Source: an optimization exercise on an open RTL-to-GDS flow (aim: small area and a short achievable clock period). Production flows keep margins and buffers that such runs may drop.
Only simulation tests tie the RTL to the original design; equivalence was not proved.
Power is estimated from default activity; no workload was simulated.

Setup of the reference run:
==> flow/design.v (excerpt) <==
module PEarray #(
    parameter integer DATA_WIDTH = 8,
    parameter integer PE_CHANNEL = 8,
    parameter integer PE_DIM = 8
) (
    input clk,
    input rst_n,
    input [2 : 0] mode_ctrl,
    input weight_clr,
    input [DATA_WIDTH * PE_DIM - 1:0] data_in,
    input [DATA_WIDTH * PE_CHANNEL - 1:0] weight_in,
    output [DATA_WIDTH * PE_CHANNEL - 1:0] res_out
);
  wire [7:0] h[0:7][0:7];
  wire [7:0] w[0:7][0:7];
  wire [7:0] v[0:7][0:7];
  wire [1:0] wf[0:7][0:7];
  wire [1:0] vf[0:7][0:7];
  wire wso_w = mode_ctrl[2] & ~mode_ctrl[0];
  genvar i, j;
  generate
    for (i = 0; i < 8; i = i + 1) begin : gen_row
      for (j = 0; j < 8; j = j + 1) begin : gen_col
        wire [7:0] din = (j == 0) ? data_in[8*i+7:8*i] : h[i][(j==0)?0:j-1];
        wire [7:0] wa = (i == 0) ? weight_in[8*j+7:8*j] : w[(i==0)?0:i-1][j];
        wire [7:0] va = (i == 0) ? weight_in[8*j+7:8*j] : v[(i==0)?0:i-1][j];
        wire [1:0] wa_f = (i == 0) ? 2'b0 : wf[(i==0)?0:i-1][j];
        wire [1:0] va_f = (i == 0) ? 2'b0 : vf[(i==0)?0:i-1][j];
        PE pe (
            .clk(clk),
            .rst_n(rst_n),
            .mode_ctrl(mode_ctrl),
            .weight_clr(weight_clr),
            .din(din),
            .wa(wa),
            .wa_f(wa_f),
            .va(va),
            .va_f(va_f),
            .w_q(w[i][j]),
            .w_f(wf[i][j]),
            .v_q(v[i][j]),
            .v_f(vf[i][j]),
            .h_q(h[i][j])
        );
      end
    end
    for (j = 0; j < 8; j = j + 1) begin : gen_out
      assign res_out[8*j+7:8*j] = wso_w ? (w[7][j] | {8{|wf[7][j]}}) : (v[7][j] | {8{|vf[7][j]}});
    end
  endgenerate
endmodule
export LEC_CHECK = 0
export CAP_MARGIN = 20
export CORE_MARGIN = 2
export CORE_UTILIZATION = 40
export SETUP_SLACK_MARGIN = 3.0
export SLEW_MARGIN = 20
create_clock -name core_clock -period 8.0 [get_ports {clk}]
standard.sh (not shown) runs the stock make flow with config.mk's settings and CLKGATE_MAP_FILE= SYNTH_SCRIPT=/design/flow/synth_recipe.tcl, a recipe that flattens the netlist after the stock synthesis.
==> flow/flow/run.sh <==
#!/bin/bash
# Layout flow: the standard flow (standard.sh, unchanged synthesis and steps), except that
# the port buffers that global placement inserts on every input and output are
# sky130_fd_sc_hd__buf_4 cells instead of the default cell chosen by buffer_ports, so that the
# timing repair can resize them (sky130hd only resizes a cell within its own footprint).
set -euo pipefail
export BUFFER_PORTS_ARGS="-buffer_cell sky130_fd_sc_hd__buf_4"
bash standard.sh finish > standard.log 2>&1
[inputs] the trial run vs the reference run
--- a/flow/config.mk
+++ b/flow/config.mk
@@ -10 +10,2 @@
-export CORE_UTILIZATION = 40
+export CORE_UTILIZATION = 55
+export CTS_BUF_LIST = sky130_fd_sc_hd__clkbuf_8
==> run summary <==
Relative to the reference run, via count decreased by 1120 in the trial run.
The run showing the greater fmax is the trial run.
Count of placed standard cells including taps, the trial run vs the reference run: down by a few percent
Of the trial run and the reference run, the trial run shows the higher first-iteration DRC count, with the reference run below it.
The final reports for the trial run and the reference run show met1 routing resource usage after global routing higher in the former.
When the trial run is set beside the reference run, its overall track demand over capacity in global routing turns out to be 9.9 points larger.
Compare the trial run and the reference run | non-clock buffer count lower: the trial run
[compare] base=the reference run new=the trial run: global placer's final weighted congestion climbed 1.9%; die height dropped about 15%; power dropped about 5%.
The trial run: first-pass GRT wire length is 2.3% lower than what the reference run reported.

Starting RTL as in the previous note.
==> flow/design.v (excerpt) <==
module PEarray #(
    parameter integer DATA_WIDTH = 8,
    parameter integer PE_CHANNEL = 8,
    parameter integer PE_DIM = 8
) (
    input clk,
    input rst_n,
    input [2 : 0] mode_ctrl,
    input weight_clr,
    input [DATA_WIDTH * PE_DIM - 1:0] data_in,
    input [DATA_WIDTH * PE_CHANNEL - 1:0] weight_in,
    output [DATA_WIDTH * PE_CHANNEL - 1:0] res_out
);
Settings: LEC_CHECK=0, CAP_MARGIN=20, CORE_MARGIN=2, CORE_UTILIZATION=55, SETUP_SLACK_MARGIN=3.0, SLEW_MARGIN=20; clock period 8.0 ns.
Scripts as last shown in full above: flow/flow/run.sh
Edit:
==> flow/run.sh (new file) <==
#!/bin/bash
# synth_recipe.tcl (not shown) runs the flow's synth.tcl, then flattens the netlist and writes it again
# the make line also repeats each setting of config.mk as NAME=value (left out here)
make -C /OpenROAD-flow-scripts/flow DESIGN_CONFIG=/design/flow/config.mk WORK_HOME=/design/flow/orfs CLKGATE_MAP_FILE= SYNTH_SCRIPT=/design/flow/synth_recipe.tcl finish
--- a/flow/config.mk
+++ b/flow/config.mk
@@ -9,3 +9,3 @@
 export CORE_MARGIN = 2
-export CORE_UTILIZATION = 55
+export CORE_UTILIZATION = 40
 export SETUP_SLACK_MARGIN = 3.0
removed: flow/flow/run.sh
removed: flow/standard.sh
- setup slack gets worse by 0.11 ns
- via count rose slightly
- design area is higher by a few percent
- first-iteration DRC count is lower by a few percent
- area after synthesis stays the same
- critical path depth drops by 3

## what the ideal ports hide
The flow's constraints put no driver on any port. The routed layouts listed below were extracted and timed again, unchanged, in two steps.
Step 1 sets driving cells, clkbuf_16 on the clock port and buf_2 on the other inputs (assumed; they add their load-dependent delay and slew).
Step 2 also shifts input and output timing later by t, the mid clock arrival at the registers, as if the neighbouring blocks saw the same clock.
a / b / c = ideal ports / drivers / drivers and shift; a / b = the first two.
run | t (ns) | slack for setup (ns) | slew at the worst register clock pin (ns) | worst data-port slew with drivers (ns) | cell pins on the clock port's net
the reference run | 1.051 | 2.801 / 2.235 / 1.184 | 0.07 / 0.07 | 0.90 | 1
the trial run | 1.193 | 2.934 / 2.224 / 1.031 | 0.07 / 0.07 | 0.98 | 1
the first run of note 2 | 1.043 | 2.811 / 2.200 / 1.157 | 0.07 / 0.07 | 0.89 | 1
the second run of note 2 | 1.055 | 2.702 / 2.325 / 1.270 | 0.07 / 0.07 | 0.60 | 1
After both steps every run listed still meets setup and hold. For the trial run, which loses most, drivers alone change the setup slack by -0.710 ns; drivers and shift together by -1.903 ns.
